From an optimization exercise on the open Yosys and OpenROAD flow, aimed at small area; shortcuts taken in it are not production practice.
RTL that was checked went through simulation tests only; none was proved equivalent to the original.
No functional check of the RTL was part of run 1.
No activity file was given, so power comes from the tool's default toggle rates.

## flow/design.v (module list and top-level ports; edited modules follow where they fit)
// module fc_lane: 109 lines
// module fc_sum: 61 lines
// module conv_dp: 410 lines
// module fa: 3 lines
// module ha: 3 lines
// module npu: 181 lines
module npu (
    input  logic        clk,
    input  logic        rst_ni,
    input  logic        ena,
    input  logic        wea,
    input  logic [15:0] addra,
    input  logic [31:0] dina,
    output logic [31:0] douta
);
  // ...
==> flow/run.sh <==
#!/bin/bash
# synth_recipe.tcl (not shown) runs the flow's synth.tcl, then flattens the netlist and writes it again
# the make line also repeats each setting of config.mk as NAME=value (left out here)
make -C /OpenROAD-flow-scripts/flow DESIGN_CONFIG=/design/flow/config.mk WORK_HOME=/design/flow/orfs CLKGATE_MAP_FILE= SYNTH_SCRIPT=/design/flow/synth_recipe.tcl finish
==> flow/config.mk <==
export PLATFORM = sky130hd
export DESIGN_NAME = npu
export DESIGN_NICKNAME = npu
export VERILOG_FILES = /design/flow/design.v
export SDC_FILE = /design/flow/constraint.sdc
export NUM_CORES = 4
export LEC_CHECK = 0
export CAP_MARGIN = 20
export CORE_MARGIN = 2
export CORE_UTILIZATION = 45
export CTS_BUF_LIST = sky130_fd_sc_hd__clkbuf_8
export PLACE_DENSITY = 0.6
export SLEW_MARGIN = 20
export SYNTH_HIERARCHICAL = 1
==> flow/constraint.sdc <==
create_clock -name core_clock -period 12.0 [get_ports {clk}]
set_input_delay 2.4000 -clock core_clock [delete_from_list [all_inputs] [get_ports {clk}]]
set_output_delay 2.4000 -clock core_clock [all_outputs]
set_load 0.01 [all_outputs]
==> metrics.yaml, run 1 <==
outcome:
  status: "complete, no violations"
worst_setup_path:
  rr_endpoint: "conv_x[19]"
  crit_start: "state[0]"
  arrival_ns: 11.39
  path_class: "reg -> reg"
yosys:
  yosys.area.top_type: "fa_1"
  yosys_warnings: 12
  yosysUniqueCellTypes: 64
  synthCells: 2309
  synthMuxAreaShare: 0.0335
timing:
  worst_pin_slew_ns: 1.12
  setup_viol: 0
  hold_slack_ns: 0.432
  tns_ns: 0
global_routing:
  grt_max_degree: 74
  busiest_layer: "met2"
  grt_pass1_wl_um: 128000
detailed_routing:
  vias: 18800
  viasPerCell: 5.61
  postRouteAntennaNets: 0
  dr.pass1.iters: 8
layout:
  n_all_buffers: 115
  antennaDiodeCount: 1
power:
  pg_seq_w: 0.00153
  p_int_w: 0.00251
  p_sw_frac: 0.313
  p_sw_w: 0.00114
floorplanning:
  core-area_mm2: 0.0643
==> module npu, before the edit <==
module npu (
    input  logic        clk,
    input  logic        rst_ni,
    input  logic        ena,
    input  logic        wea,
    input  logic [15:0] addra,
    input  logic [31:0] dina,
    output logic [31:0] douta
);
    localparam logic [2:0] S_IDLE      = 3'd0;
    localparam logic [2:0] S_CONV1_LD  = 3'd1;
    localparam logic [2:0] S_CONV1_CAL = 3'd2;
    localparam logic [2:0] S_CONV2_LD  = 3'd3;
    localparam logic [2:0] S_CONV2_CAL = 3'd4;
    localparam logic [2:0] S_FCN       = 3'd5;
    localparam logic [2:0] S_FCN_LAST  = 3'd6;
    localparam logic [2:0] S_DONE      = 3'd7;
    wire       rst = ~rst_ni;
    wire [2:0] sel = addra[14:12];
    wire       wr  = ena & wea;
    wire       rd  = ena & ~wea;
    logic [2:0]  state;
    logic        pe_ready, pack_in_valid, done_reg;
    logic        host_trigger, host_next_state, host_pe_clear;
    logic        host_img_clear, host_conv_w_clear, host_pack_clear;
    logic [71:0] img, conv_w;         
    logic [2:0]  img_zero, w_zero;    
    logic        img_shifted, w_shifted;
    logic [1:0]  live01;
    logic [19:0] conv_x;              
    logic        conv_zero;           
    logic [19:0] result_reg;
    logic [7:0]  pack_reg [0:3];
    logic [1:0]  pack_addr;
    logic [31:0] fcn_in;
    logic [23:0] acc [0:2];
    logic [5:0] ctl, ctl_n;
    assign ctl = {host_pack_clear, host_conv_w_clear, host_img_clear,
                  host_pe_clear, host_next_state, host_trigger};
    always_comb begin
        if (rst)                      ctl_n = 6'd0;
        else if (wr && sel == 3'd4)   ctl_n = dina[5:0];
        else if (ena)                 ctl_n = ctl;
        else                          ctl_n = 6'd0;
    end
    logic [2:0] state_n;
    logic       pe_ready_n;
    always_comb begin
        state_n    = state;
        pe_ready_n = pe_ready;
        case (state)
            S_IDLE:      state_n = S_CONV1_LD;
            S_CONV1_LD:  if (host_next_state) state_n = S_CONV2_LD;
                         else if (host_trigger) begin state_n = S_CONV1_CAL; pe_ready_n = 1'b1; end
            S_CONV1_CAL: state_n = S_CONV1_LD;
            S_CONV2_LD:  if (host_next_state) state_n = S_FCN;
                         else if (host_trigger) begin state_n = S_CONV2_CAL; pe_ready_n = 1'b1; end
            S_CONV2_CAL: state_n = S_CONV2_LD;
            S_FCN:       begin pe_ready_n = host_trigger; if (host_next_state) state_n = S_FCN_LAST; end
            S_FCN_LAST:  begin pe_ready_n = host_trigger; if (host_next_state) state_n = S_DONE; end
            default:     state_n = S_IDLE;
        endcase
        if (rst) begin
            state_n    = S_IDLE;
            pe_ready_n = 1'b0;
        end
    end
    always_ff @(posedge clk) begin
        state    <= state_n;
        pe_ready <= pe_ready_n;
        {host_pack_clear, host_conv_w_clear, host_img_clear,
         host_pe_clear, host_next_state, host_trigger} <= ctl_n;
        if (rst)                          pack_in_valid <= 1'b0;
        else if (state == S_CONV1_LD)     pack_in_valid <= 1'b0;
        else if (state == S_CONV1_CAL)    pack_in_valid <= 1'b1;
        else if (state == S_CONV2_LD)     pack_in_valid <= 1'b0;
        if (rst)                          done_reg <= 1'b0;
        else if (state == S_DONE)         done_reg <= 1'b1;
    end
    wire ld_img = wr && sel == 3'd1 && !ctl_n[3];
    wire ld_w   = wr && sel == 3'd2 && !ctl_n[4];
    always_ff @(posedge clk) begin
        if (ld_img)
            for (int i = 0; i < 3; i++) begin
                img[(i*3+2)*8 +: 8] <= img[(i*3+1)*8 +: 8];
                img[(i*3+1)*8 +: 8] <= img[(i*3)*8 +: 8];
                img[(i*3)*8 +: 8]   <= dina[i*8 +: 8];
            end
        if (ld_w)
            for (int i = 0; i < 3; i++) begin
                conv_w[(i*3+2)*8 +: 8] <= conv_w[(i*3+1)*8 +: 8];
                conv_w[(i*3+1)*8 +: 8] <= conv_w[(i*3)*8 +: 8];
                conv_w[(i*3)*8 +: 8]   <= dina[i*8 +: 8];
            end
        if (rst || ctl_n[3]) img_zero <= 3'b111;
        else if (ld_img)     img_zero <= {img_zero[1:0], 1'b0};
        if (rst || ctl_n[4]) w_zero <= 3'b111;
        else if (ld_w)       w_zero <= {w_zero[1:0], 1'b0};
        img_shifted <= ld_img;
        w_shifted   <= ld_w;
        live01      <= ~(img_zero[1:0] | w_zero[1:0]);
    end
    wire take = (state == S_CONV1_LD || state == S_CONV2_LD) && host_trigger && !host_next_state;
    logic [19:0] dot_r;
    conv_dp u_dot (.di(img), .dw(conv_w), .fi(img_zero), .fw(w_zero), .live(live01),
                   .shi(img_shifted), .shw(w_shifted), .ph2(take), .x(conv_x), .r(dot_r));
    wire [19:0] conv_val = conv_x;
    always_ff @(posedge clk) begin
        conv_x <= dot_r;
        if (take) conv_zero <= ~pe_ready;
        if (rst)
            result_reg <= 20'd0;
        else if (state == S_CONV1_CAL)
            result_reg <= (conv_zero || conv_val[19]) ? 20'd0 : conv_val;
        else if (state == S_CONV2_CAL)
            result_reg <= conv_zero ? 20'd0 : conv_val;
    end
    always_ff @(posedge clk) begin
        if (rst || host_pack_clear) begin
            for (int i = 0; i < 4; i++) pack_reg[i] <= 8'd0;
            pack_addr <= 2'd0;
        end else if (pack_in_valid) begin
            pack_reg[pack_addr] <= result_reg[7:0];
            pack_addr <= pack_addr + 2'd1;
        end
    end
    always_ff @(posedge clk) begin
        if (rst) fcn_in <= 32'd0;
        else if (wr && sel == 3'd3) fcn_in <= dina;
    end
    wire fc_on   = (state == S_FCN || state == S_FCN_LAST) && pe_ready;
    wire fc_last = (state == S_FCN_LAST);
    logic [7:0] lane_b [0:2];
    assign lane_b[0] = !fc_on ? 8'd0 : fc_last ? fcn_in[23:16] : fcn_in[31:24];
    assign lane_b[1] = !fc_on ? 8'd0 : fcn_in[31:24];
    assign lane_b[2] = (!fc_on || fc_last) ? 8'd0 : fcn_in[31:24];
    logic [23:0] acc_next [0:2];
    genvar g;
    generate
        for (g = 0; g < 3; g++) begin : LANE
            fc_lane u_lane (.acc(acc[g]), .a(fcn_in[g*8 +: 8]), .b(lane_b[g]),
                            .acc_next(acc_next[g]));
            always_ff @(posedge clk) begin
                if (rst || host_pe_clear) acc[g] <= 24'd0;
                else                      acc[g] <= acc_next[g];
            end
        end
    endgenerate
    logic [7:0] pe_sum_lo;
    logic       pe_sum_neg;
    fc_sum u_sum (.acc0(acc[0]), .acc1(acc[1]), .acc2(acc[2]),
                  .sum_lo(pe_sum_lo), .sum_neg(pe_sum_neg));
    logic [31:0] result_sel;
    always_comb begin
        case (state)
            S_CONV1_LD, S_CONV1_CAL:
                result_sel = {pack_reg[3], pack_reg[2], pack_reg[1], pack_reg[0]};
            S_CONV2_LD, S_CONV2_CAL:
                result_sel = {{12{result_reg[19]}}, result_reg};
            S_FCN:
                result_sel = {8'd0,
                              acc[2][23] ? 8'd0 : acc[2][7:0],
                              acc[1][23] ? 8'd0 : acc[1][7:0],
                              acc[0][23] ? 8'd0 : acc[0][7:0]};
            S_FCN_LAST:
                result_sel = {24'd0, pe_sum_neg ? 8'd0 : pe_sum_lo};
            default:
                result_sel = 32'd0;
        endcase
    end
    always_ff @(posedge clk) begin
        if (rst) douta <= 32'd0;
        else if (rd) begin
            case (sel)
                3'd5:    douta <= {31'd0, done_reg};
                3'd6:    douta <= result_sel;
                default: douta <= 32'd0;
            endcase
        end
    end
endmodule
==> run 2: changes to the inputs <==
--- a/flow/design.v
+++ b/flow/design.v
@@ -2,6 +2,8 @@
     input  logic [23:0] acc,
-    input  logic [7:0]  a,
-    input  logic [7:0]  b,
+    input  logic [7:0]  an,
+    input  logic [7:0]  bn,
     output logic [23:0] acc_next
 );
+  wire [63:0] p;
+  pp8 u_pp (.un(bn), .vn(an), .p(p));
   wire l_s1, l_c2, l_s3, l_c4, l_s5, l_c6, l_s7, l_c8, l_s9, l_c10, l_s11, l_c12;
@@ -19,20 +21,20 @@
   wire l_c160, l_c162, l_c164, l_c166, l_c168, l_c170, l_c172, l_c174, l_c176;
-  fa u_l_s1 (.a(acc[1]), .b((b[0] & a[1])), .c((b[1] & a[0])), .s(l_s1), .co(l_c2));
-  fa u_l_s3 (.a(acc[2]), .b((b[0] & a[2])), .c((b[1] & a[1])), .s(l_s3), .co(l_c4));
-  fa u_l_s5 (.a((b[2] & a[0])), .b(l_c2), .c(l_s3), .s(l_s5), .co(l_c6));
-  fa u_l_s7 (.a(acc[3]), .b((b[0] & a[3])), .c((b[1] & a[2])), .s(l_s7), .co(l_c8));
-  fa u_l_s9 (.a((b[2] & a[1])), .b((b[3] & a[0])), .c(l_c4), .s(l_s9), .co(l_c10));
+  fa u_l_s1 (.a(acc[1]), .b(p[1]), .c(p[8]), .s(l_s1), .co(l_c2));
+  fa u_l_s3 (.a(acc[2]), .b(p[2]), .c(p[9]), .s(l_s3), .co(l_c4));
+  fa u_l_s5 (.a(p[16]), .b(l_c2), .c(l_s3), .s(l_s5), .co(l_c6));
+  fa u_l_s7 (.a(acc[3]), .b(p[3]), .c(p[10]), .s(l_s7), .co(l_c8));
+  fa u_l_s9 (.a(p[17]), .b(p[24]), .c(l_c4), .s(l_s9), .co(l_c10));
   fa u_l_s11 (.a(l_s7), .b(l_c6), .c(l_s9), .s(l_s11), .co(l_c12));
-  fa u_l_s13 (.a(acc[4]), .b((b[0] & a[4])), .c((b[1] & a[3])), .s(l_s13), .co(l_c14));
-  fa u_l_s15 (.a((b[2] & a[2])), .b((b[3] & a[1])), .c((b[4] & a[0])), .s(l_s15), .co(l_c16));
+  fa u_l_s13 (.a(acc[4]), .b(p[4]), .c(p[11]), .s(l_s13), .co(l_c14));
+  fa u_l_s15 (.a(p[18]), .b(p[25]), .c(p[32]), .s(l_s15), .co(l_c16));
   fa u_l_s17 (.a(l_c8), .b(l_s13), .c(l_s15), .s(l_s17), .co(l_c18));
   fa u_l_s19 (.a(l_c10), .b(l_s17), .c(l_c12), .s(l_s19), .co(l_c20));
-  fa u_l_s21 (.a(acc[5]), .b((b[0] & a[5])), .c((b[1] & a[4])), .s(l_s21), .co(l_c22));
-  fa u_l_s23 (.a((b[2] & a[3])), .b((b[3] & a[2])), .c((b[4] & a[1])), .s(l_s23), .co(l_c24));
-  fa u_l_s25 (.a((b[5] & a[0])), .b(l_c14), .c(l_c16), .s(l_s25), .co(l_c26));
+  fa u_l_s21 (.a(acc[5]), .b(p[5]), .c(p[12]), .s(l_s21), .co(l_c22));
+  fa u_l_s23 (.a(p[19]), .b(p[26]), .c(p[33]), .s(l_s23), .co(l_c24));
+  fa u_l_s25 (.a(p[40]), .b(l_c14), .c(l_c16), .s(l_s25), .co(l_c26));
   fa u_l_s27 (.a(l_s21), .b(l_s23), .c(l_c18), .s(l_s27), .co(l_c28));
   fa u_l_s29 (.a(l_s25), .b(l_s27), .c(l_c20), .s(l_s29), .co(l_c30));
-  fa u_l_s31 (.a(acc[6]), .b((b[0] & a[6])), .c((b[1] & a[5])), .s(l_s31), .co(l_c32));
-  fa u_l_s33 (.a((b[2] & a[4])), .b((b[3] & a[3])), .c((b[4] & a[2])), .s(l_s33), .co(l_c34));
-  fa u_l_s35 (.a((b[5] & a[1])), .b((b[6] & a[0])), .c(l_c22), .s(l_s35), .co(l_c36));
+  fa u_l_s31 (.a(acc[6]), .b(p[6]), .c(p[13]), .s(l_s31), .co(l_c32));
+  fa u_l_s33 (.a(p[20]), .b(p[27]), .c(p[34]), .s(l_s33), .co(l_c34));
+  fa u_l_s35 (.a(p[41]), .b(p[48]), .c(l_c22), .s(l_s35), .co(l_c36));
   fa u_l_s37 (.a(l_c24), .b(l_s31), .c(l_s33), .s(l_s37), .co(l_c38));
@@ -40,6 +42,6 @@
   fa u_l_s41 (.a(l_c28), .b(l_s39), .c(l_c30), .s(l_s41), .co(l_c42));
-  fa u_l_s43 (.a(acc[7]), .b(~(b[0] & a[7])), .c(1'b1), .s(l_s43), .co(l_c44));
-  fa u_l_s45 (.a((b[1] & a[6])), .b((b[2] & a[5])), .c((b[3] & a[4])), .s(l_s45), .co(l_c46));
-  fa u_l_s47 (.a((b[4] & a[3])), .b((b[5] & a[2])), .c((b[6] & a[1])), .s(l_s47), .co(l_c48));
-  fa u_l_s49 (.a((b[7] & a[0])), .b(l_c32), .c(l_c34), .s(l_s49), .co(l_c50));
+  fa u_l_s43 (.a(acc[7]), .b(p[7]), .c(1'b1), .s(l_s43), .co(l_c44));
+  fa u_l_s45 (.a(p[14]), .b(p[21]), .c(p[28]), .s(l_s45), .co(l_c46));
+  fa u_l_s47 (.a(p[35]), .b(p[42]), .c(p[49]), .s(l_s47), .co(l_c48));
+  fa u_l_s49 (.a(p[56]), .b(l_c32), .c(l_c34), .s(l_s49), .co(l_c50));
   fa u_l_s51 (.a(l_s43), .b(l_s45), .c(l_s47), .s(l_s51), .co(l_c52));
@@ -47,5 +49,5 @@
   fa u_l_s55 (.a(l_s51), .b(l_c40), .c(l_s53), .s(l_s55), .co(l_c56));
-  fa u_l_s57 (.a(acc[8]), .b(~(b[1] & a[7])), .c((b[2] & a[6])), .s(l_s57), .co(l_c58));
-  fa u_l_s59 (.a((b[3] & a[5])), .b((b[4] & a[4])), .c((b[5] & a[3])), .s(l_s59), .co(l_c60));
-  fa u_l_s61 (.a((b[6] & a[2])), .b((b[7] & a[1])), .c(l_c44), .s(l_s61), .co(l_c62));
+  fa u_l_s57 (.a(acc[8]), .b(p[15]), .c(p[22]), .s(l_s57), .co(l_c58));
+  fa u_l_s59 (.a(p[29]), .b(p[36]), .c(p[43]), .s(l_s59), .co(l_c60));
+  fa u_l_s61 (.a(p[50]), .b(p[57]), .c(l_c44), .s(l_s61), .co(l_c62));
   fa u_l_s63 (.a(l_c46), .b(l_c48), .c(l_s57), .s(l_s63), .co(l_c64));
@@ -54,5 +56,5 @@
   fa u_l_s69 (.a(l_s65), .b(l_c56), .c(l_s67), .s(l_s69), .co(l_c70));
-  fa u_l_s71 (.a(acc[9]), .b(~(b[2] & a[7])), .c((b[3] & a[6])), .s(l_s71), .co(l_c72));
-  fa u_l_s73 (.a((b[4] & a[5])), .b((b[5] & a[4])), .c((b[6] & a[3])), .s(l_s73), .co(l_c74));
-  fa u_l_s75 (.a((b[7] & a[2])), .b(l_c58), .c(l_c60), .s(l_s75), .co(l_c76));
+  fa u_l_s71 (.a(acc[9]), .b(p[23]), .c(p[30]), .s(l_s71), .co(l_c72));
+  fa u_l_s73 (.a(p[37]), .b(p[44]), .c(p[51]), .s(l_s73), .co(l_c74));
+  fa u_l_s75 (.a(p[58]), .b(l_c58), .c(l_c60), .s(l_s75), .co(l_c76));
   fa u_l_s77 (.a(l_s71), .b(l_s73), .c(l_c62), .s(l_s77), .co(l_c78));
@@ -60,4 +62,4 @@
   fa u_l_s81 (.a(l_c66), .b(l_c68), .c(l_s79), .s(l_s81), .co(l_c82));
-  fa u_l_s83 (.a(acc[10]), .b(~(b[3] & a[7])), .c((b[4] & a[6])), .s(l_s83), .co(l_c84));
-  fa u_l_s85 (.a((b[5] & a[5])), .b((b[6] & a[4])), .c((b[7] & a[3])), .s(l_s85), .co(l_c86));
+  fa u_l_s83 (.a(acc[10]), .b(p[31]), .c(p[38]), .s(l_s83), .co(l_c84));
+  fa u_l_s85 (.a(p[45]), .b(p[52]), .c(p[59]), .s(l_s85), .co(l_c86));
   fa u_l_s87 (.a(l_c72), .b(l_c74), .c(l_s83), .s(l_s87), .co(l_c88));
@@ -65,12 +67,12 @@
   fa u_l_s91 (.a(l_c78), .b(l_s89), .c(l_c80), .s(l_s91), .co(l_c92));
-  fa u_l_s93 (.a(acc[11]), .b(~(b[4] & a[7])), .c((b[5] & a[6])), .s(l_s93), .co(l_c94));
-  fa u_l_s95 (.a((b[6] & a[5])), .b((b[7] & a[4])), .c(l_c84), .s(l_s95), .co(l_c96));
+  fa u_l_s93 (.a(acc[11]), .b(p[39]), .c(p[46]), .s(l_s93), .co(l_c94));
+  fa u_l_s95 (.a(p[53]), .b(p[60]), .c(l_c84), .s(l_s95), .co(l_c96));
   fa u_l_s97 (.a(l_c86), .b(l_s93), .c(l_c88), .s(l_s97), .co(l_c98));
   fa u_l_s99 (.a(l_s95), .b(l_c90), .c(l_s97), .s(l_s99), .co(l_c100));
-  fa u_l_s101 (.a(acc[12]), .b(~(b[5] & a[7])), .c((b[6] & a[6])), .s(l_s101), .co(l_c102));
-  fa u_l_s103 (.a((b[7] & a[5])), .b(l_c94), .c(l_s101), .s(l_s103), .co(l_c104));
+  fa u_l_s101 (.a(acc[12]), .b(p[47]), .c(p[54]), .s(l_s101), .co(l_c102));
+  fa u_l_s103 (.a(p[61]), .b(l_c94), .c(l_s101), .s(l_s103), .co(l_c104));
   fa u_l_s105 (.a(l_c96), .b(l_s103), .c(l_c98), .s(l_s105), .co(l_c106));
-  fa u_l_s107 (.a(acc[13]), .b(~(b[6] & a[7])), .c((b[7] & a[6])), .s(l_s107), .co(l_c108));
+  fa u_l_s107 (.a(acc[13]), .b(p[55]), .c(p[62]), .s(l_s107), .co(l_c108));
   fa u_l_s109 (.a(l_c102), .b(l_s107), .c(l_c104), .s(l_s109), .co(l_c110));
-  fa u_l_s111 (.a(acc[14]), .b(~(b[7] & a[7])), .c(l_c108), .s(l_s111), .co(l_c112));
+  fa u_l_s111 (.a(acc[14]), .b(p[63]), .c(l_c108), .s(l_s111), .co(l_c112));
   fa u_l_s113 (.a(acc[15]), .b(l_c112), .c(1'b1), .s(l_s113), .co(l_c114));
@@ -84,3 +86,3 @@
   fa u_l_s129 (.a(acc[23]), .b(l_c128), .c(1'b1), .s(l_s129), .co(l_c130));
-  ha u_l_s131 (.a(acc[0]), .b((b[0] & a[0])), .s(acc_next[0]), .co(l_c132));
+  ha u_l_s131 (.a(acc[0]), .b(p[0]), .s(acc_next[0]), .co(l_c132));
   ha u_l_s133 (.a(l_s1), .b(l_c132), .s(acc_next[1]), .co(l_c134));
@@ -194,2 +196,8 @@
   wire [19:0] xr = ph2 ? x : 20'd722176;
+  wire [63:0] p0, p1, p2, p3, p4;
+  pp8 u_pp0 (.un(~u0), .vn(~v0), .p(p0));
+  pp8 u_pp1 (.un(~u1), .vn(~v1), .p(p1));
+  pp8 u_pp2 (.un(~u2), .vn(~v2), .p(p2));
+  pp8 u_pp3 (.un(~u3), .vn(~v3), .p(p3));
+  pp8 u_pp4 (.un(~u4), .vn(~v4), .p(p4));
   wire d_s1, d_c2, d_s3, d_c4, d_s5, d_c6, d_s7, d_c8, d_s9, d_c10, d_s11, d_c12;
@@ -248,15 +256,15 @@
   wire d_c652, d_c654, d_c656, d_c658, d_c660;
-  fa u_d_s1 (.a((u0[0] & v0[0])), .b((u1[0] & v1[0])), .c((u2[0] & v2[0])), .s(d_s1), .co(d_c2));
-  fa u_d_s3 (.a((u3[0] & v3[0])), .b((u4[0] & v4[0])), .c(xr[0]), .s(d_s3), .co(d_c4));
-  fa u_d_s5 (.a((u0[0] & v0[1])), .b((u0[1] & v0[0])), .c((u1[0] & v1[1])), .s(d_s5), .co(d_c6));
-  fa u_d_s7 (.a((u1[1] & v1[0])), .b((u2[0] & v2[1])), .c((u2[1] & v2[0])), .s(d_s7), .co(d_c8));
-  fa u_d_s9 (.a((u3[0] & v3[1])), .b((u3[1] & v3[0])), .c((u4[0] & v4[1])), .s(d_s9), .co(d_c10));
-  fa u_d_s11 (.a((u4[1] & v4[0])), .b(xr[1]), .c(d_c2), .s(d_s11), .co(d_c12));
+  fa u_d_s1 (.a(p0[0]), .b(p1[0]), .c(p2[0]), .s(d_s1), .co(d_c2));
+  fa u_d_s3 (.a(p3[0]), .b(p4[0]), .c(xr[0]), .s(d_s3), .co(d_c4));
+  fa u_d_s5 (.a(p0[1]), .b(p0[8]), .c(p1[1]), .s(d_s5), .co(d_c6));
+  fa u_d_s7 (.a(p1[8]), .b(p2[1]), .c(p2[8]), .s(d_s7), .co(d_c8));
+  fa u_d_s9 (.a(p3[1]), .b(p3[8]), .c(p4[1]), .s(d_s9), .co(d_c10));
+  fa u_d_s11 (.a(p4[8]), .b(xr[1]), .c(d_c2), .s(d_s11), .co(d_c12));
   fa u_d_s13 (.a(d_s5), .b(d_s7), .c(d_s9), .s(d_s13), .co(d_c14));
   fa u_d_s15 (.a(d_c4), .b(d_s11), .c(d_s13), .s(d_s15), .co(d_c16));
-  fa u_d_s17 (.a((u0[0] & v0[2])), .b((u0[1] & v0[1])), .c((u0[2] & v0[0])), .s(d_s17), .co(d_c18));
-  fa u_d_s19 (.a((u1[0] & v1[2])), .b((u1[1] & v1[1])), .c((u1[2] & v1[0])), .s(d_s19), .co(d_c20));
-  fa u_d_s21 (.a((u2[0] & v2[2])), .b((u2[1] & v2[1])), .c((u2[2] & v2[0])), .s(d_s21), .co(d_c22));
-  fa u_d_s23 (.a((u3[0] & v3[2])), .b((u3[1] & v3[1])), .c((u3[2] & v3[0])), .s(d_s23), .co(d_c24));
-  fa u_d_s25 (.a((u4[0] & v4[2])), .b((u4[1] & v4[1])), .c((u4[2] & v4[0])), .s(d_s25), .co(d_c26));
+  fa u_d_s17 (.a(p0[2]), .b(p0[9]), .c(p0[16]), .s(d_s17), .co(d_c18));
+  fa u_d_s19 (.a(p1[2]), .b(p1[9]), .c(p1[16]), .s(d_s19), .co(d_c20));
+  fa u_d_s21 (.a(p2[2]), .b(p2[9]), .c(p2[16]), .s(d_s21), .co(d_c22));
+  fa u_d_s23 (.a(p3[2]), .b(p3[9]), .c(p3[16]), .s(d_s23), .co(d_c24));
+  fa u_d_s25 (.a(p4[2]), .b(p4[9]), .c(p4[16]), .s(d_s25), .co(d_c26));
   fa u_d_s27 (.a(xr[2]), .b(d_c6), .c(d_c8), .s(d_s27), .co(d_c28));
@@ -266,9 +274,9 @@
   fa u_d_s35 (.a(d_s29), .b(d_s31), .c(d_c16), .s(d_s35), .co(d_c36));
-  fa u_d_s37 (.a((u0[0] & v0[3])), .b((u0[1] & v0[2])), .c((u0[2] & v0[1])), .s(d_s37), .co(d_c38));
-  fa u_d_s39 (.a((u0[3] & v0[0])), .b((u1[0] & v1[3])), .c((u1[1] & v1[2])), .s(d_s39), .co(d_c40));
-  fa u_d_s41 (.a((u1[2] & v1[1])), .b((u1[3] & v1[0])), .c((u2[0] & v2[3])), .s(d_s41), .co(d_c42));
-  fa u_d_s43 (.a((u2[1] & v2[2])), .b((u2[2] & v2[1])), .c((u2[3] & v2[0])), .s(d_s43), .co(d_c44));
-  fa u_d_s45 (.a((u3[0] & v3[3])), .b((u3[1] & v3[2])), .c((u3[2] & v3[1])), .s(d_s45), .co(d_c46));
-  fa u_d_s47 (.a((u3[3] & v3[0])), .b((u4[0] & v4[3])), .c((u4[1] & v4[2])), .s(d_s47), .co(d_c48));
-  fa u_d_s49 (.a((u4[2] & v4[1])), .b((u4[3] & v4[0])), .c(xr[3]), .s(d_s49), .co(d_c50));
+  fa u_d_s37 (.a(p0[3]), .b(p0[10]), .c(p0[17]), .s(d_s37), .co(d_c38));
+  fa u_d_s39 (.a(p0[24]), .b(p1[3]), .c(p1[10]), .s(d_s39), .co(d_c40));
+  fa u_d_s41 (.a(p1[17]), .b(p1[24]), .c(p2[3]), .s(d_s41), .co(d_c42));
+  fa u_d_s43 (.a(p2[10]), .b(p2[17]), .c(p2[24]), .s(d_s43), .co(d_c44));
+  fa u_d_s45 (.a(p3[3]), .b(p3[10]), .c(p3[17]), .s(d_s45), .co(d_c46));
+  fa u_d_s47 (.a(p3[24]), .b(p4[3]), .c(p4[10]), .s(d_s47), .co(d_c48));
+  fa u_d_s49 (.a(p4[17]), .b(p4[24]), .c(xr[3]), .s(d_s49), .co(d_c50));
   fa u_d_s51 (.a(d_c18), .b(d_c20), .c(d_c22), .s(d_s51), .co(d_c52));
@@ -281,11 +289,11 @@
   fa u_d_s65 (.a(d_s61), .b(d_c36), .c(d_s63), .s(d_s65), .co(d_c66));
-  fa u_d_s67 (.a((u0[0] & v0[4])), .b((u0[1] & v0[3])), .c((u0[2] & v0[2])), .s(d_s67), .co(d_c68));
-  fa u_d_s69 (.a((u0[3] & v0[1])), .b((u0[4] & v0[0])), .c((u1[0] & v1[4])), .s(d_s69), .co(d_c70));
-  fa u_d_s71 (.a((u1[1] & v1[3])), .b((u1[2] & v1[2])), .c((u1[3] & v1[1])), .s(d_s71), .co(d_c72));
-  fa u_d_s73 (.a((u1[4] & v1[0])), .b((u2[0] & v2[4])), .c((u2[1] & v2[3])), .s(d_s73), .co(d_c74));
-  fa u_d_s75 (.a((u2[2] & v2[2])), .b((u2[3] & v2[1])), .c((u2[4] & v2[0])), .s(d_s75), .co(d_c76));
-  fa u_d_s77 (.a((u3[0] & v3[4])), .b((u3[1] & v3[3])), .c((u3[2] & v3[2])), .s(d_s77), .co(d_c78));
-  fa u_d_s79 (.a((u3[3] & v3[1])), .b((u3[4] & v3[0])), .c((u4[0] & v4[4])), .s(d_s79), .co(d_c80));
-  fa u_d_s81 (.a((u4[1] & v4[3])), .b((u4[2] & v4[2])), .c((u4[3] & v4[1])), .s(d_s81), .co(d_c82));
-  fa u_d_s83 (.a((u4[4] & v4[0])), .b(xr[4]), .c(d_c38), .s(d_s83), .co(d_c84));
+  fa u_d_s67 (.a(p0[4]), .b(p0[11]), .c(p0[18]), .s(d_s67), .co(d_c68));
+  fa u_d_s69 (.a(p0[25]), .b(p0[32]), .c(p1[4]), .s(d_s69), .co(d_c70));
+  fa u_d_s71 (.a(p1[11]), .b(p1[18]), .c(p1[25]), .s(d_s71), .co(d_c72));
+  fa u_d_s73 (.a(p1[32]), .b(p2[4]), .c(p2[11]), .s(d_s73), .co(d_c74));
+  fa u_d_s75 (.a(p2[18]), .b(p2[25]), .c(p2[32]), .s(d_s75), .co(d_c76));
+  fa u_d_s77 (.a(p3[4]), .b(p3[11]), .c(p3[18]), .s(d_s77), .co(d_c78));
+  fa u_d_s79 (.a(p3[25]), .b(p3[32]), .c(p4[4]), .s(d_s79), .co(d_c80));
+  fa u_d_s81 (.a(p4[11]), .b(p4[18]), .c(p4[25]), .s(d_s81), .co(d_c82));
+  fa u_d_s83 (.a(p4[32]), .b(xr[4]), .c(d_c38), .s(d_s83), .co(d_c84));
   fa u_d_s85 (.a(d_c40), .b(d_c42), .c(d_c44), .s(d_s85), .co(d_c86));
@@ -301,12 +309,12 @@
   fa u_d_s105 (.a(d_s101), .b(d_c66), .c(d_s103), .s(d_s105), .co(d_c106));
-  fa u_d_s107 (.a((u0[0] & v0[5])), .b((u0[1] & v0[4])), .c((u0[2] & v0[3])), .s(d_s107), .co(d_c108));
-  fa u_d_s109 (.a((u0[3] & v0[2])), .b((u0[4] & v0[1])), .c((u0[5] & v0[0])), .s(d_s109), .co(d_c110));
-  fa u_d_s111 (.a((u1[0] & v1[5])), .b((u1[1] & v1[4])), .c((u1[2] & v1[3])), .s(d_s111), .co(d_c112));
-  fa u_d_s113 (.a((u1[3] & v1[2])), .b((u1[4] & v1[1])), .c((u1[5] & v1[0])), .s(d_s113), .co(d_c114));
-  fa u_d_s115 (.a((u2[0] & v2[5])), .b((u2[1] & v2[4])), .c((u2[2] & v2[3])), .s(d_s115), .co(d_c116));
-  fa u_d_s117 (.a((u2[3] & v2[2])), .b((u2[4] & v2[1])), .c((u2[5] & v2[0])), .s(d_s117), .co(d_c118));
-  fa u_d_s119 (.a((u3[0] & v3[5])), .b((u3[1] & v3[4])), .c((u3[2] & v3[3])), .s(d_s119), .co(d_c120));
-  fa u_d_s121 (.a((u3[3] & v3[2])), .b((u3[4] & v3[1])), .c((u3[5] & v3[0])), .s(d_s121), .co(d_c122));
-  fa u_d_s123 (.a((u4[0] & v4[5])), .b((u4[1] & v4[4])), .c((u4[2] & v4[3])), .s(d_s123), .co(d_c124));
-  fa u_d_s125 (.a((u4[3] & v4[2])), .b((u4[4] & v4[1])), .c((u4[5] & v4[0])), .s(d_s125), .co(d_c126));
+  fa u_d_s107 (.a(p0[5]), .b(p0[12]), .c(p0[19]), .s(d_s107), .co(d_c108));
+  fa u_d_s109 (.a(p0[26]), .b(p0[33]), .c(p0[40]), .s(d_s109), .co(d_c110));
+  fa u_d_s111 (.a(p1[5]), .b(p1[12]), .c(p1[19]), .s(d_s111), .co(d_c112));
+  fa u_d_s113 (.a(p1[26]), .b(p1[33]), .c(p1[40]), .s(d_s113), .co(d_c114));
+  fa u_d_s115 (.a(p2[5]), .b(p2[12]), .c(p2[19]), .s(d_s115), .co(d_c116));
+  fa u_d_s117 (.a(p2[26]), .b(p2[33]), .c(p2[40]), .s(d_s117), .co(d_c118));
+  fa u_d_s119 (.a(p3[5]), .b(p3[12]), .c(p3[19]), .s(d_s119), .co(d_c120));
+  fa u_d_s121 (.a(p3[26]), .b(p3[33]), .c(p3[40]), .s(d_s121), .co(d_c122));
+  fa u_d_s123 (.a(p4[5]), .b(p4[12]), .c(p4[19]), .s(d_s123), .co(d_c124));
+  fa u_d_s125 (.a(p4[26]), .b(p4[33]), .c(p4[40]), .s(d_s125), .co(d_c126));
   fa u_d_s127 (.a(xr[5]), .b(d_c68), .c(d_c70), .s(d_s127), .co(d_c128));
@@ -326,14 +334,14 @@
   fa u_d_s155 (.a(d_s151), .b(d_c106), .c(d_s153), .s(d_s155), .co(d_c156));
-  fa u_d_s157 (.a((u0[0] & v0[6])), .b((u0[1] & v0[5])), .c((u0[2] & v0[4])), .s(d_s157), .co(d_c158));
-  fa u_d_s159 (.a((u0[3] & v0[3])), .b((u0[4] & v0[2])), .c((u0[5] & v0[1])), .s(d_s159), .co(d_c160));
-  fa u_d_s161 (.a((u0[6] & v0[0])), .b((u1[0] & v1[6])), .c((u1[1] & v1[5])), .s(d_s161), .co(d_c162));
-  fa u_d_s163 (.a((u1[2] & v1[4])), .b((u1[3] & v1[3])), .c((u1[4] & v1[2])), .s(d_s163), .co(d_c164));
-  fa u_d_s165 (.a((u1[5] & v1[1])), .b((u1[6] & v1[0])), .c((u2[0] & v2[6])), .s(d_s165), .co(d_c166));
-  fa u_d_s167 (.a((u2[1] & v2[5])), .b((u2[2] & v2[4])), .c((u2[3] & v2[3])), .s(d_s167), .co(d_c168));
-  fa u_d_s169 (.a((u2[4] & v2[2])), .b((u2[5] & v2[1])), .c((u2[6] & v2[0])), .s(d_s169), .co(d_c170));
-  fa u_d_s171 (.a((u3[0] & v3[6])), .b((u3[1] & v3[5])), .c((u3[2] & v3[4])), .s(d_s171), .co(d_c172));
-  fa u_d_s173 (.a((u3[3] & v3[3])), .b((u3[4] & v3[2])), .c((u3[5] & v3[1])), .s(d_s173), .co(d_c174));
-  fa u_d_s175 (.a((u3[6] & v3[0])), .b((u4[0] & v4[6])), .c((u4[1] & v4[5])), .s(d_s175), .co(d_c176));
-  fa u_d_s177 (.a((u4[2] & v4[4])), .b((u4[3] & v4[3])), .c((u4[4] & v4[2])), .s(d_s177), .co(d_c178));
-  fa u_d_s179 (.a((u4[5] & v4[1])), .b((u4[6] & v4[0])), .c(xr[6]), .s(d_s179), .co(d_c180));
+  fa u_d_s157 (.a(p0[6]), .b(p0[13]), .c(p0[20]), .s(d_s157), .co(d_c158));
+  fa u_d_s159 (.a(p0[27]), .b(p0[34]), .c(p0[41]), .s(d_s159), .co(d_c160));
+  fa u_d_s161 (.a(p0[48]), .b(p1[6]), .c(p1[13]), .s(d_s161), .co(d_c162));
+  fa u_d_s163 (.a(p1[20]), .b(p1[27]), .c(p1[34]), .s(d_s163), .co(d_c164));
+  fa u_d_s165 (.a(p1[41]), .b(p1[48]), .c(p2[6]), .s(d_s165), .co(d_c166));
+  fa u_d_s167 (.a(p2[13]), .b(p2[20]), .c(p2[27]), .s(d_s167), .co(d_c168));
+  fa u_d_s169 (.a(p2[34]), .b(p2[41]), .c(p2[48]), .s(d_s169), .co(d_c170));
+  fa u_d_s171 (.a(p3[6]), .b(p3[13]), .c(p3[20]), .s(d_s171), .co(d_c172));
+  fa u_d_s173 (.a(p3[27]), .b(p3[34]), .c(p3[41]), .s(d_s173), .co(d_c174));
+  fa u_d_s175 (.a(p3[48]), .b(p4[6]), .c(p4[13]), .s(d_s175), .co(d_c176));
+  fa u_d_s177 (.a(p4[20]), .b(p4[27]), .c(p4[34]), .s(d_s177), .co(d_c178));
+  fa u_d_s179 (.a(p4[41]), .b(p4[48]), .c(xr[6]), .s(d_s179), .co(d_c180));
   fa u_d_s181 (.a(d_c108), .b(d_c110), .c(d_c112), .s(d_s181), .co(d_c182));
@@ -356,16 +364,16 @@
   fa u_d_s215 (.a(d_c154), .b(d_s213), .c(d_c156), .s(d_s215), .co(d_c216));
-  fa u_d_s217 (.a(~(u0[0] & v0[7])), .b((u0[1] & v0[6])), .c((u0[2] & v0[5])), .s(d_s217), .co(d_c218));
-  fa u_d_s219 (.a((u0[3] & v0[4])), .b((u0[4] & v0[3])), .c((u0[5] & v0[2])), .s(d_s219), .co(d_c220));
-  fa u_d_s221 (.a((u0[6] & v0[1])), .b((u0[7] & v0[0])), .c(~(u1[0] & v1[7])), .s(d_s221), .co(d_c222));
-  fa u_d_s223 (.a((u1[1] & v1[6])), .b((u1[2] & v1[5])), .c((u1[3] & v1[4])), .s(d_s223), .co(d_c224));
-  fa u_d_s225 (.a((u1[4] & v1[3])), .b((u1[5] & v1[2])), .c((u1[6] & v1[1])), .s(d_s225), .co(d_c226));
-  fa u_d_s227 (.a((u1[7] & v1[0])), .b(~(u2[0] & v2[7])), .c((u2[1] & v2[6])), .s(d_s227), .co(d_c228));
-  fa u_d_s229 (.a((u2[2] & v2[5])), .b((u2[3] & v2[4])), .c((u2[4] & v2[3])), .s(d_s229), .co(d_c230));
-  fa u_d_s231 (.a((u2[5] & v2[2])), .b((u2[6] & v2[1])), .c((u2[7] & v2[0])), .s(d_s231), .co(d_c232));
-  fa u_d_s233 (.a(~(u3[0] & v3[7])), .b((u3[1] & v3[6])), .c((u3[2] & v3[5])), .s(d_s233), .co(d_c234));
-  fa u_d_s235 (.a((u3[3] & v3[4])), .b((u3[4] & v3[3])), .c((u3[5] & v3[2])), .s(d_s235), .co(d_c236));
-  fa u_d_s237 (.a((u3[6] & v3[1])), .b((u3[7] & v3[0])), .c(~(u4[0] & v4[7])), .s(d_s237), .co(d_c238));
-  fa u_d_s239 (.a((u4[1] & v4[6])), .b((u4[2] & v4[5])), .c((u4[3] & v4[4])), .s(d_s239), .co(d_c240));
-  fa u_d_s241 (.a((u4[4] & v4[3])), .b((u4[5] & v4[2])), .c((u4[6] & v4[1])), .s(d_s241), .co(d_c242));
-  fa u_d_s243 (.a((u4[7] & v4[0])), .b(xr[7]), .c(d_c158), .s(d_s243), .co(d_c244));
+  fa u_d_s217 (.a(p0[7]), .b(p0[14]), .c(p0[21]), .s(d_s217), .co(d_c218));
+  fa u_d_s219 (.a(p0[28]), .b(p0[35]), .c(p0[42]), .s(d_s219), .co(d_c220));
+  fa u_d_s221 (.a(p0[49]), .b(p0[56]), .c(p1[7]), .s(d_s221), .co(d_c222));
+  fa u_d_s223 (.a(p1[14]), .b(p1[21]), .c(p1[28]), .s(d_s223), .co(d_c224));
+  fa u_d_s225 (.a(p1[35]), .b(p1[42]), .c(p1[49]), .s(d_s225), .co(d_c226));
+  fa u_d_s227 (.a(p1[56]), .b(p2[7]), .c(p2[14]), .s(d_s227), .co(d_c228));
+  fa u_d_s229 (.a(p2[21]), .b(p2[28]), .c(p2[35]), .s(d_s229), .co(d_c230));
+  fa u_d_s231 (.a(p2[42]), .b(p2[49]), .c(p2[56]), .s(d_s231), .co(d_c232));
+  fa u_d_s233 (.a(p3[7]), .b(p3[14]), .c(p3[21]), .s(d_s233), .co(d_c234));
+  fa u_d_s235 (.a(p3[28]), .b(p3[35]), .c(p3[42]), .s(d_s235), .co(d_c236));
+  fa u_d_s237 (.a(p3[49]), .b(p3[56]), .c(p4[7]), .s(d_s237), .co(d_c238));
+  fa u_d_s239 (.a(p4[14]), .b(p4[21]), .c(p4[28]), .s(d_s239), .co(d_c240));
+  fa u_d_s241 (.a(p4[35]), .b(p4[42]), .c(p4[49]), .s(d_s241), .co(d_c242));
+  fa u_d_s243 (.a(p4[56]), .b(xr[7]), .c(d_c158), .s(d_s243), .co(d_c244));
   fa u_d_s245 (.a(d_c160), .b(d_c162), .c(d_c164), .s(d_s245), .co(d_c246));
@@ -391,14 +399,14 @@
   fa u_d_s285 (.a(d_c214), .b(d_s283), .c(d_c216), .s(d_s285), .co(d_c286));
-  fa u_d_s287 (.a(~(u0[1] & v0[7])), .b((u0[2] & v0[6])), .c((u0[3] & v0[5])), .s(d_s287), .co(d_c288));
-  fa u_d_s289 (.a((u0[4] & v0[4])), .b((u0[5] & v0[3])), .c((u0[6] & v0[2])), .s(d_s289), .co(d_c290));
-  fa u_d_s291 (.a((u0[7] & v0[1])), .b(~(u1[1] & v1[7])), .c((u1[2] & v1[6])), .s(d_s291), .co(d_c292));
-  fa u_d_s293 (.a((u1[3] & v1[5])), .b((u1[4] & v1[4])), .c((u1[5] & v1[3])), .s(d_s293), .co(d_c294));
-  fa u_d_s295 (.a((u1[6] & v1[2])), .b((u1[7] & v1[1])), .c(~(u2[1] & v2[7])), .s(d_s295), .co(d_c296));
-  fa u_d_s297 (.a((u2[2] & v2[6])), .b((u2[3] & v2[5])), .c((u2[4] & v2[4])), .s(d_s297), .co(d_c298));
-  fa u_d_s299 (.a((u2[5] & v2[3])), .b((u2[6] & v2[2])), .c((u2[7] & v2[1])), .s(d_s299), .co(d_c300));
-  fa u_d_s301 (.a(~(u3[1] & v3[7])), .b((u3[2] & v3[6])), .c((u3[3] & v3[5])), .s(d_s301), .co(d_c302));
-  fa u_d_s303 (.a((u3[4] & v3[4])), .b((u3[5] & v3[3])), .c((u3[6] & v3[2])), .s(d_s303), .co(d_c304));
-  fa u_d_s305 (.a((u3[7] & v3[1])), .b(~(u4[1] & v4[7])), .c((u4[2] & v4[6])), .s(d_s305), .co(d_c306));
-  fa u_d_s307 (.a((u4[3] & v4[5])), .b((u4[4] & v4[4])), .c((u4[5] & v4[3])), .s(d_s307), .co(d_c308));
-  fa u_d_s309 (.a((u4[6] & v4[2])), .b((u4[7] & v4[1])), .c(xr[8]), .s(d_s309), .co(d_c310));
+  fa u_d_s287 (.a(p0[15]), .b(p0[22]), .c(p0[29]), .s(d_s287), .co(d_c288));
+  fa u_d_s289 (.a(p0[36]), .b(p0[43]), .c(p0[50]), .s(d_s289), .co(d_c290));
+  fa u_d_s291 (.a(p0[57]), .b(p1[15]), .c(p1[22]), .s(d_s291), .co(d_c292));
+  fa u_d_s293 (.a(p1[29]), .b(p1[36]), .c(p1[43]), .s(d_s293), .co(d_c294));
+  fa u_d_s295 (.a(p1[50]), .b(p1[57]), .c(p2[15]), .s(d_s295), .co(d_c296));
+  fa u_d_s297 (.a(p2[22]), .b(p2[29]), .c(p2[36]), .s(d_s297), .co(d_c298));
+  fa u_d_s299 (.a(p2[43]), .b(p2[50]), .c(p2[57]), .s(d_s299), .co(d_c300));
+  fa u_d_s301 (.a(p3[15]), .b(p3[22]), .c(p3[29]), .s(d_s301), .co(d_c302));
+  fa u_d_s303 (.a(p3[36]), .b(p3[43]), .c(p3[50]), .s(d_s303), .co(d_c304));
+  fa u_d_s305 (.a(p3[57]), .b(p4[15]), .c(p4[22]), .s(d_s305), .co(d_c306));
+  fa u_d_s307 (.a(p4[29]), .b(p4[36]), .c(p4[43]), .s(d_s307), .co(d_c308));
+  fa u_d_s309 (.a(p4[50]), .b(p4[57]), .c(xr[8]), .s(d_s309), .co(d_c310));
   fa u_d_s311 (.a(d_c218), .b(d_c220), .c(d_c222), .s(d_s311), .co(d_c312));
@@ -426,12 +434,12 @@
   fa u_d_s355 (.a(d_c284), .b(d_s353), .c(d_c286), .s(d_s355), .co(d_c356));
-  fa u_d_s357 (.a(~(u0[2] & v0[7])), .b((u0[3] & v0[6])), .c((u0[4] & v0[5])), .s(d_s357), .co(d_c358));
-  fa u_d_s359 (.a((u0[5] & v0[4])), .b((u0[6] & v0[3])), .c((u0[7] & v0[2])), .s(d_s359), .co(d_c360));
-  fa u_d_s361 (.a(~(u1[2] & v1[7])), .b((u1[3] & v1[6])), .c((u1[4] & v1[5])), .s(d_s361), .co(d_c362));
-  fa u_d_s363 (.a((u1[5] & v1[4])), .b((u1[6] & v1[3])), .c((u1[7] & v1[2])), .s(d_s363), .co(d_c364));
-  fa u_d_s365 (.a(~(u2[2] & v2[7])), .b((u2[3] & v2[6])), .c((u2[4] & v2[5])), .s(d_s365), .co(d_c366));
-  fa u_d_s367 (.a((u2[5] & v2[4])), .b((u2[6] & v2[3])), .c((u2[7] & v2[2])), .s(d_s367), .co(d_c368));
-  fa u_d_s369 (.a(~(u3[2] & v3[7])), .b((u3[3] & v3[6])), .c((u3[4] & v3[5])), .s(d_s369), .co(d_c370));
-  fa u_d_s371 (.a((u3[5] & v3[4])), .b((u3[6] & v3[3])), .c((u3[7] & v3[2])), .s(d_s371), .co(d_c372));
-  fa u_d_s373 (.a(~(u4[2] & v4[7])), .b((u4[3] & v4[6])), .c((u4[4] & v4[5])), .s(d_s373), .co(d_c374));
-  fa u_d_s375 (.a((u4[5] & v4[4])), .b((u4[6] & v4[3])), .c((u4[7] & v4[2])), .s(d_s375), .co(d_c376));
+  fa u_d_s357 (.a(p0[23]), .b(p0[30]), .c(p0[37]), .s(d_s357), .co(d_c358));
+  fa u_d_s359 (.a(p0[44]), .b(p0[51]), .c(p0[58]), .s(d_s359), .co(d_c360));
+  fa u_d_s361 (.a(p1[23]), .b(p1[30]), .c(p1[37]), .s(d_s361), .co(d_c362));
+  fa u_d_s363 (.a(p1[44]), .b(p1[51]), .c(p1[58]), .s(d_s363), .co(d_c364));
+  fa u_d_s365 (.a(p2[23]), .b(p2[30]), .c(p2[37]), .s(d_s365), .co(d_c366));
+  fa u_d_s367 (.a(p2[44]), .b(p2[51]), .c(p2[58]), .s(d_s367), .co(d_c368));
+  fa u_d_s369 (.a(p3[23]), .b(p3[30]), .c(p3[37]), .s(d_s369), .co(d_c370));
+  fa u_d_s371 (.a(p3[44]), .b(p3[51]), .c(p3[58]), .s(d_s371), .co(d_c372));
+  fa u_d_s373 (.a(p4[23]), .b(p4[30]), .c(p4[37]), .s(d_s373), .co(d_c374));
+  fa u_d_s375 (.a(p4[44]), .b(p4[51]), .c(p4[58]), .s(d_s375), .co(d_c376));
   fa u_d_s377 (.a(xr[9]), .b(d_c288), .c(d_c290), .s(d_s377), .co(d_c378));
@@ -458,11 +466,11 @@
   fa u_d_s419 (.a(d_s415), .b(d_c354), .c(d_s417), .s(d_s419), .co(d_c420));
-  fa u_d_s421 (.a(~(u0[3] & v0[7])), .b((u0[4] & v0[6])), .c((u0[5] & v0[5])), .s(d_s421), .co(d_c422));
-  fa u_d_s423 (.a((u0[6] & v0[4])), .b((u0[7] & v0[3])), .c(~(u1[3] & v1[7])), .s(d_s423), .co(d_c424));
-  fa u_d_s425 (.a((u1[4] & v1[6])), .b((u1[5] & v1[5])), .c((u1[6] & v1[4])), .s(d_s425), .co(d_c426));
-  fa u_d_s427 (.a((u1[7] & v1[3])), .b(~(u2[3] & v2[7])), .c((u2[4] & v2[6])), .s(d_s427), .co(d_c428));
-  fa u_d_s429 (.a((u2[5] & v2[5])), .b((u2[6] & v2[4])), .c((u2[7] & v2[3])), .s(d_s429), .co(d_c430));
-  fa u_d_s431 (.a(~(u3[3] & v3[7])), .b((u3[4] & v3[6])), .c((u3[5] & v3[5])), .s(d_s431), .co(d_c432));
-  fa u_d_s433 (.a((u3[6] & v3[4])), .b((u3[7] & v3[3])), .c(~(u4[3] & v4[7])), .s(d_s433), .co(d_c434));
-  fa u_d_s435 (.a((u4[4] & v4[6])), .b((u4[5] & v4[5])), .c((u4[6] & v4[4])), .s(d_s435), .co(d_c436));
-  fa u_d_s437 (.a((u4[7] & v4[3])), .b(xr[10]), .c(d_c358), .s(d_s437), .co(d_c438));
+  fa u_d_s421 (.a(p0[31]), .b(p0[38]), .c(p0[45]), .s(d_s421), .co(d_c422));
+  fa u_d_s423 (.a(p0[52]), .b(p0[59]), .c(p1[31]), .s(d_s423), .co(d_c424));
+  fa u_d_s425 (.a(p1[38]), .b(p1[45]), .c(p1[52]), .s(d_s425), .co(d_c426));
+  fa u_d_s427 (.a(p1[59]), .b(p2[31]), .c(p2[38]), .s(d_s427), .co(d_c428));
+  fa u_d_s429 (.a(p2[45]), .b(p2[52]), .c(p2[59]), .s(d_s429), .co(d_c430));
+  fa u_d_s431 (.a(p3[31]), .b(p3[38]), .c(p3[45]), .s(d_s431), .co(d_c432));
+  fa u_d_s433 (.a(p3[52]), .b(p3[59]), .c(p4[31]), .s(d_s433), .co(d_c434));
+  fa u_d_s435 (.a(p4[38]), .b(p4[45]), .c(p4[52]), .s(d_s435), .co(d_c436));
+  fa u_d_s437 (.a(p4[59]), .b(xr[10]), .c(d_c358), .s(d_s437), .co(d_c438));
   fa u_d_s439 (.a(d_c360), .b(d_c362), .c(d_c364), .s(d_s439), .co(d_c440));
@@ -486,9 +494,9 @@
   fa u_d_s475 (.a(d_s471), .b(d_c418), .c(d_s473), .s(d_s475), .co(d_c476));
-  fa u_d_s477 (.a(~(u0[4] & v0[7])), .b((u0[5] & v0[6])), .c((u0[6] & v0[5])), .s(d_s477), .co(d_c478));
-  fa u_d_s479 (.a((u0[7] & v0[4])), .b(~(u1[4] & v1[7])), .c((u1[5] & v1[6])), .s(d_s479), .co(d_c480));
-  fa u_d_s481 (.a((u1[6] & v1[5])), .b((u1[7] & v1[4])), .c(~(u2[4] & v2[7])), .s(d_s481), .co(d_c482));
-  fa u_d_s483 (.a((u2[5] & v2[6])), .b((u2[6] & v2[5])), .c((u2[7] & v2[4])), .s(d_s483), .co(d_c484));
-  fa u_d_s485 (.a(~(u3[4] & v3[7])), .b((u3[5] & v3[6])), .c((u3[6] & v3[5])), .s(d_s485), .co(d_c486));
-  fa u_d_s487 (.a((u3[7] & v3[4])), .b(~(u4[4] & v4[7])), .c((u4[5] & v4[6])), .s(d_s487), .co(d_c488));
-  fa u_d_s489 (.a((u4[6] & v4[5])), .b((u4[7] & v4[4])), .c(xr[11]), .s(d_s489), .co(d_c490));
+  fa u_d_s477 (.a(p0[39]), .b(p0[46]), .c(p0[53]), .s(d_s477), .co(d_c478));
+  fa u_d_s479 (.a(p0[60]), .b(p1[39]), .c(p1[46]), .s(d_s479), .co(d_c480));
+  fa u_d_s481 (.a(p1[53]), .b(p1[60]), .c(p2[39]), .s(d_s481), .co(d_c482));
+  fa u_d_s483 (.a(p2[46]), .b(p2[53]), .c(p2[60]), .s(d_s483), .co(d_c484));
+  fa u_d_s485 (.a(p3[39]), .b(p3[46]), .c(p3[53]), .s(d_s485), .co(d_c486));
+  fa u_d_s487 (.a(p3[60]), .b(p4[39]), .c(p4[46]), .s(d_s487), .co(d_c488));
+  fa u_d_s489 (.a(p4[53]), .b(p4[60]), .c(xr[11]), .s(d_s489), .co(d_c490));
   fa u_d_s491 (.a(d_c422), .b(d_c424), .c(d_c426), .s(d_s491), .co(d_c492));
@@ -510,7 +518,7 @@
   fa u_d_s523 (.a(d_c474), .b(d_s521), .c(d_c476), .s(d_s523), .co(d_c524));
-  fa u_d_s525 (.a(~(u0[5] & v0[7])), .b((u0[6] & v0[6])), .c((u0[7] & v0[5])), .s(d_s525), .co(d_c526));
-  fa u_d_s527 (.a(~(u1[5] & v1[7])), .b((u1[6] & v1[6])), .c((u1[7] & v1[5])), .s(d_s527), .co(d_c528));
-  fa u_d_s529 (.a(~(u2[5] & v2[7])), .b((u2[6] & v2[6])), .c((u2[7] & v2[5])), .s(d_s529), .co(d_c530));
-  fa u_d_s531 (.a(~(u3[5] & v3[7])), .b((u3[6] & v3[6])), .c((u3[7] & v3[5])), .s(d_s531), .co(d_c532));
-  fa u_d_s533 (.a(~(u4[5] & v4[7])), .b((u4[6] & v4[6])), .c((u4[7] & v4[5])), .s(d_s533), .co(d_c534));
+  fa u_d_s525 (.a(p0[47]), .b(p0[54]), .c(p0[61]), .s(d_s525), .co(d_c526));
+  fa u_d_s527 (.a(p1[47]), .b(p1[54]), .c(p1[61]), .s(d_s527), .co(d_c528));
+  fa u_d_s529 (.a(p2[47]), .b(p2[54]), .c(p2[61]), .s(d_s529), .co(d_c530));
+  fa u_d_s531 (.a(p3[47]), .b(p3[54]), .c(p3[61]), .s(d_s531), .co(d_c532));
+  fa u_d_s533 (.a(p4[47]), .b(p4[54]), .c(p4[61]), .s(d_s533), .co(d_c534));
   fa u_d_s535 (.a(xr[12]), .b(d_c478), .c(d_c480), .s(d_s535), .co(d_c536));
@@ -529,6 +537,6 @@
   fa u_d_s561 (.a(d_c520), .b(d_s559), .c(d_c522), .s(d_s561), .co(d_c562));
-  fa u_d_s563 (.a(~(u0[6] & v0[7])), .b((u0[7] & v0[6])), .c(~(u1[6] & v1[7])), .s(d_s563), .co(d_c564));
-  fa u_d_s565 (.a((u1[7] & v1[6])), .b(~(u2[6] & v2[7])), .c((u2[7] & v2[6])), .s(d_s565), .co(d_c566));
-  fa u_d_s567 (.a(~(u3[6] & v3[7])), .b((u3[7] & v3[6])), .c(~(u4[6] & v4[7])), .s(d_s567), .co(d_c568));
-  fa u_d_s569 (.a((u4[7] & v4[6])), .b(xr[13]), .c(d_c526), .s(d_s569), .co(d_c570));
+  fa u_d_s563 (.a(p0[55]), .b(p0[62]), .c(p1[55]), .s(d_s563), .co(d_c564));
+  fa u_d_s565 (.a(p1[62]), .b(p2[55]), .c(p2[62]), .s(d_s565), .co(d_c566));
+  fa u_d_s567 (.a(p3[55]), .b(p3[62]), .c(p4[55]), .s(d_s567), .co(d_c568));
+  fa u_d_s569 (.a(p4[62]), .b(xr[13]), .c(d_c526), .s(d_s569), .co(d_c570));
   fa u_d_s571 (.a(d_c528), .b(d_c530), .c(d_c532), .s(d_s571), .co(d_c572));
@@ -543,4 +551,4 @@
   fa u_d_s589 (.a(d_s585), .b(d_c560), .c(d_s587), .s(d_s589), .co(d_c590));
-  fa u_d_s591 (.a(~(u0[7] & v0[7])), .b(~(u1[7] & v1[7])), .c(~(u2[7] & v2[7])), .s(d_s591), .co(d_c592));
-  fa u_d_s593 (.a(~(u3[7] & v3[7])), .b(~(u4[7] & v4[7])), .c(xr[14]), .s(d_s593), .co(d_c594));
+  fa u_d_s591 (.a(p0[63]), .b(p1[63]), .c(p2[63]), .s(d_s591), .co(d_c592));
+  fa u_d_s593 (.a(p3[63]), .b(p4[63]), .c(xr[14]), .s(d_s593), .co(d_c594));
   fa u_d_s595 (.a(d_c564), .b(d_c566), .c(d_c568), .s(d_s595), .co(d_c596));
@@ -580,2 +588,17 @@
 endmodule
+module pp8 (
+    input  logic [7:0]  un,
+    input  logic [7:0]  vn,
+    output logic [63:0] p
+);
+  genvar i, j;
+  generate
+    for (i = 0; i < 8; i++) begin : R
+      for (j = 0; j < 7; j++) begin : C
+        assign p[i*8+j] = ~(un[i] | vn[j]);
+      end
+      assign p[i*8+7] = un[i] | vn[7];
+    end
+  endgenerate
+endmodule
 module fa (input logic a, input logic b, input logic c, output logic s, output logic co);
@@ -620,3 +643,3 @@
     logic [1:0]  pack_addr;
-    logic [31:0] fcn_in;
+    logic [31:0] fcn_in_n;            
     logic [23:0] acc [0:2];
@@ -713,5 +736,6 @@
     always_ff @(posedge clk) begin
-        if (rst) fcn_in <= 32'd0;
-        else if (wr && sel == 3'd3) fcn_in <= dina;
+        if (rst) fcn_in_n <= 32'hffffffff;
+        else if (wr && sel == 3'd3) fcn_in_n <= ~dina;
     end
+    wire [31:0] fcn_in = ~fcn_in_n;
     wire fc_on   = (state == S_FCN || state == S_FCN_LAST) && pe_ready;
@@ -726,3 +750,3 @@
         for (g = 0; g < 3; g++) begin : LANE
-            fc_lane u_lane (.acc(acc[g]), .a(fcn_in[g*8 +: 8]), .b(lane_b[g]),
+            fc_lane u_lane (.acc(acc[g]), .an(fcn_in_n[g*8 +: 8]), .bn(~lane_b[g]),
                             .acc_next(acc_next[g]));
--- a/flow/config.mk
+++ b/flow/config.mk
@@ -10,3 +10,5 @@
 export CORE_UTILIZATION = 45
-export CTS_BUF_LIST = sky130_fd_sc_hd__clkbuf_8
+export CTS_BUF_LIST = sky130_fd_sc_hd__clkbuf_16
+export CTS_CLUSTER_DIAMETER = 70
+export CTS_CLUSTER_SIZE = 30
 export PLACE_DENSITY = 0.6
==> run 2 against run 1 <==
  * Still clean on timing, DRC and antenna
  * Wire length down 2.5%
  * Count of clock-buffer cells in the layout shrank 52
  * Critical path depth fell by 1
  * Cell area down 2.4%
  * Non-clock buffer count up 25
  * Power fell by 5.1%
  * Utilization down 2.1 points
  * Clock skew is 0.0045 ns lower
  * Largest cell class unchanged
==> metrics.yaml, run 2 <==
outcome:
  status: "complete, no violations"  # unchanged
timing:
  layout_min_cycle_time_ns: 10.78  # was 10.84 ns
  clock.fmax_ghz: 0.0928  # was 0.0923 GHz
  report.final.slew_viol_count: 0  # unchanged
  setup_viol: 0  # unchanged
  fin_skew_ns: 0.0491  # was 0.0536 ns
  slew_headroom: 0.253  # was 0.246
  worst_pin_slew_ns: 1.11  # was 1.12 ns
  fin_crit_sh: 0.898  # was 0.903
  tns_ns: 0  # unchanged
  hold_viol_final: 0  # unchanged
  hold_slack_ns: 0.455  # was 0.432 ns
  grt_setup_unrepaired: "false"  # unchanged
yosys:
  yosys_warnings: 12  # unchanged
  syn_area_per_cell_um2: 12.2  # was 12.7 µm²
  yosys.area_share.simple: 0.143  # was 0.155
  synthFlopType: "dfxtp_1"  # unchanged
  ys_top_cells_by_count: "565 x fa_1, 485 x nor2_1, 200 x dfxtp_1, 177 x edfxtp_1, 131 x and2_1"  # was 565 x fa_1, 314 x and2_1, 274 x nor2_1, 200 x dfxtp_1, 177 x edfxtp_1
  synth_xor_area_frac: 0.00261  # was 0.00265
  synth_top_area_frac: 0.381  # was 0.387
  synthCells: 2423  # was 2309
  yosysMostFrequentCell: "fa_1"  # unchanged
  synthAdderAreaFrac: 0.407  # was 0.412
  yosys.area.top_type: "fa_1"  # unchanged
  yosysUniqueCellTypes: 67  # was 64
  synthMuxAreaShare: 0.0253  # was 0.0335
  syn_area_mm2: 0.0297  # was 0.0292 mm²
  synth-seq-area-share: 0.314  # was 0.319
  synth-compound-area-share: 0.0583  # was 0.0624
  synthTopCellsByArea: "fa_1 38%, edfxtp_1 18%, dfxtp_1 13%"  # was fa_1 39%, edfxtp_1 18%, dfxtp_1 14%
  synth_edf_count: 177  # unchanged
  synth_top_family_by_area: "adder cells"  # unchanged
  synth.ff_latch_count: 377  # unchanged
  ys_async_sr_fraction: 0  # unchanged
clock_network:
  cts_inserted_buffers: 26  # was 71
  cts_sinks: 377  # unchanged
  cts_buffer_depth: 3  # unchanged
  ctsResizeCount: 0  # unchanged
  cts_tree: "done"  # unchanged
  ctsHoldBuffers: 0  # unchanged
  clk_pin_slew_worst_paths_ns: 0.11  # was 0.06 ns
  clock_latency_ns: 0.64  # was 0.67 ns
  root_buffer: "clkbuf_16"  # was clkbuf_8
  htreeDepth: 1  # was 3
  cts_setup_buffers: 0  # unchanged
layout:
  antennaDiodeCount: 0  # was 1
  syn_to_final_growth_pct: 6.88  # was 11.1%
  reg.largest.list: "acc: 72 flops, conv_w: 72 flops, img: 72 flops"  # unchanged
  final_cell_mix: "565 x fa_1, 483 x nor2_1, 200 x dfxtp_1, 177 x edfxtp_1, 131 x and2_1"  # was 565 x fa_1, 314 x and2_1, 271 x nor2_1, 199 x dfxtp_1, 177 x edfxtp_1
  fin_cells: 3301  # was 3356
  nNetsFinal: 3094  # was 3120
  drive_above_1_share: 0.0730  # was 0.0868
  mostFrequentLayoutCell: "fa_1"  # unchanged
  fillers: 5801  # was 5640
worst_setup_path:
  cp.required_ns: 12.52  # was 12.55 ns
  end_kind: "register"  # unchanged
  path_buf_inv: 1  # unchanged
  path_max_fanout: 21  # was 16
  arrival_ns: 11.30  # was 11.39 ns
  cpPeakStageDelay_ns: 0.76  # was 0.64 ns
  crit_top_cell: "fa_1"  # unchanged
  path_class: "reg -> reg"  # unchanged
  cp_top_family: "adder cells"  # unchanged
  cpMaxStageDelayCell: "nor3_4"  # was and3_2
  critPathLaunchType: "register"  # unchanged
global_routing:
  grt_usage: 0.247  # was 0.257
  grt-ovfl-total: 0  # unchanged
  antenna_found_initial: 4  # was 7
  first_global_vias: 20300  # was 21300
  grt_max_degree: 74  # unchanged
  grt_pass1_wl_um: 124000  # was 128000 µm
placement:
  place_inst: 3253  # was 3224
  hpwlAfterDp_um: 63000  # was 63100 µm
  port_buffers: 70  # unchanged
  place_congestion: 0.946  # was 0.939
floorplanning:
  rows: 94  # was 93
  fp.dieW_um: 261  # was 259 µm
  io_pins: 84  # unchanged
  die_h_um: 261  # was 259 µm
  dieArea_mm2: 0.0680  # was 0.0670 mm²
  initial_core_util: 0.453  # was 0.455
  core-area_mm2: 0.0655  # was 0.0643 mm²
power:
  p_leak_nw: 13.2  # was 13.7 nW
  power_w: 0.00346  # was 0.00365 W
  power_density_mw_per_mm2: 109  # was 112 mW/mm²
  peakVddDrop_mv: 0.146  # was 0.113 mV
detailed_routing:
  wl_per_cell_um: 24.3  # was 24.5 µm
  drc: 0  # unchanged
  initialDrtViolationCount: 1325  # was 1639
  viasPerCell: 5.61  # about the same
  postRouteAntennaNets: 0  # unchanged
  vias: 18500  # was 18800
  dr.pass1.iters: 5  # was 8
  drt_wl_total_um: 80200  # was 82200 µm
job:
  cap_violations: 0  # unchanged
min_path:
  hold_path_class: "reg -> reg"  # unchanged
run 2: worst reg2reg max path, cell delays in order (launching register included):
cell and delay (ns):
dfxtp_1 0.43, inv_1 0.07, and3_2 0.40, nor3_4 0.77
nand2_1 0.62, nor2_1 0.29, fa_1 0.46, fa_1 0.39
fa_1 0.51, fa_1 0.42, fa_1 0.42, fa_1 0.44
fa_1 0.42, fa_1 0.41, fa_1 0.43, fa_1 0.45
ha_1 0.22, fa_1 0.39, fa_1 0.41, ha_1 0.22
fa_1 0.40, fa_1 0.40, fa_1 0.40, fa_1 0.38
ha_1 0.19, ha_1 0.19, fa_1 0.38, xnor2_1 0.14
run 2: report_power, final:
part           switching [W]  internal, W
Sequential          0.000100      0.00143
Combinational       0.000458     0.000435
Clock               0.000588     0.000458
Total                0.00115      0.00232
run 2: per-module statistics from Yosys (local to each module, per instance):
module	cells	flops+latches	copies in the design	cell area, µm²
conv_dp	194	0	1	1740
ha	1	0	60	12.5
pp8	79	0	8	385
fc_sum	33	0	1	225
fc_lane	2	0	3	12.5
npu	933	377	1	12500
fa	1	0	565	20.0
run 2: cell families after synthesis:
family          count (synthesis)
compound gates                242
xor+xnor                        8
fa+ha+maj                     625
buf+inv                       218
flops                         377
mux                            69
other cells                     3
simple gates                  881
run 2: area by class of cell:
| type | instances | area [µm²] | share of cell area |
|---|---|---|---|
| inverters | 17 | 63.8 | 0.00201 |
| well taps | 864 | 1080 | 0.0341 |
| multi-input cells | 1855 | 19000 | 0.599 |
| clock inverters | 22 | 354 | 0.0112 |
| flip-flops and latches | 377 | 9320 | 0.294 |
| clock buffers | 26 | 651 | 0.0205 |
| repair buffers | 140 | 1230 | 0.0389 |
run 2: per-stage QoR:
step / worst slack [ns] / instance area [µm²] / utilization
CTS: 1.20 / 31700 / 0.484
floorplan: 2.10 / 29800 / -
global placement: 1.27 / 30700 / 0.469
global route: 0.890 / 31700 / 0.484
detailed placement: 1.16 / 30700 / 0.469
finish: 1.22 / 31700 / 0.484
run 2: path summary, 6_finish.rpt:
kind,endpoint,slack (ns),from,cells after the start
worst max-delay path,conv_x[19],1.22,host_next_state,27
worst min-delay path,img[32],0.46,img[24],0
worst max register to register,conv_x[19],1.22,host_next_state,27
worst min register to register,img[32],0.46,img[24],0
run 2: per-layer routing:
layer | routed length, µm | global-route usage | up-vias
li1 | - | - | 7979
met1 | 31000 | 0.309 | 9660
met2 | 39100 | 0.412 | 664
met3 | 4950 | 0.0403 | 196
met4 | 5040 | 0.130 | 4
met5 | 31 | 0 | -

## afterwards: timing with drivers on the ports
The flow's constraints put no driver on any port. The routed layouts listed below were extracted and timed again, unchanged, in two steps. Step 1 sets driving cells, clkbuf_16 on the clock port and buf_2 on the other inputs (assumed; they add their load-dependent delay and slew). Step 2 adds t to the input delays and takes it off the output delays; t is the mean of the earliest and latest rising clock arrival at the registers after step 1. Input paths then give back, and output paths get back, about the clock's delay inside the block. Three values: no drivers, after step 1, after step 2; two values: the first two.
run	shift t [ns]	setup WS [ns]	worst register clock-pin slew, ns
run 1	0.704	1.163 / 1.163 / 1.163	0.07 / 0.07
run 2	0.678	1.220 / 1.220 / 1.220	0.11 / 0.11
After both steps setup and hold are still met in every run listed.
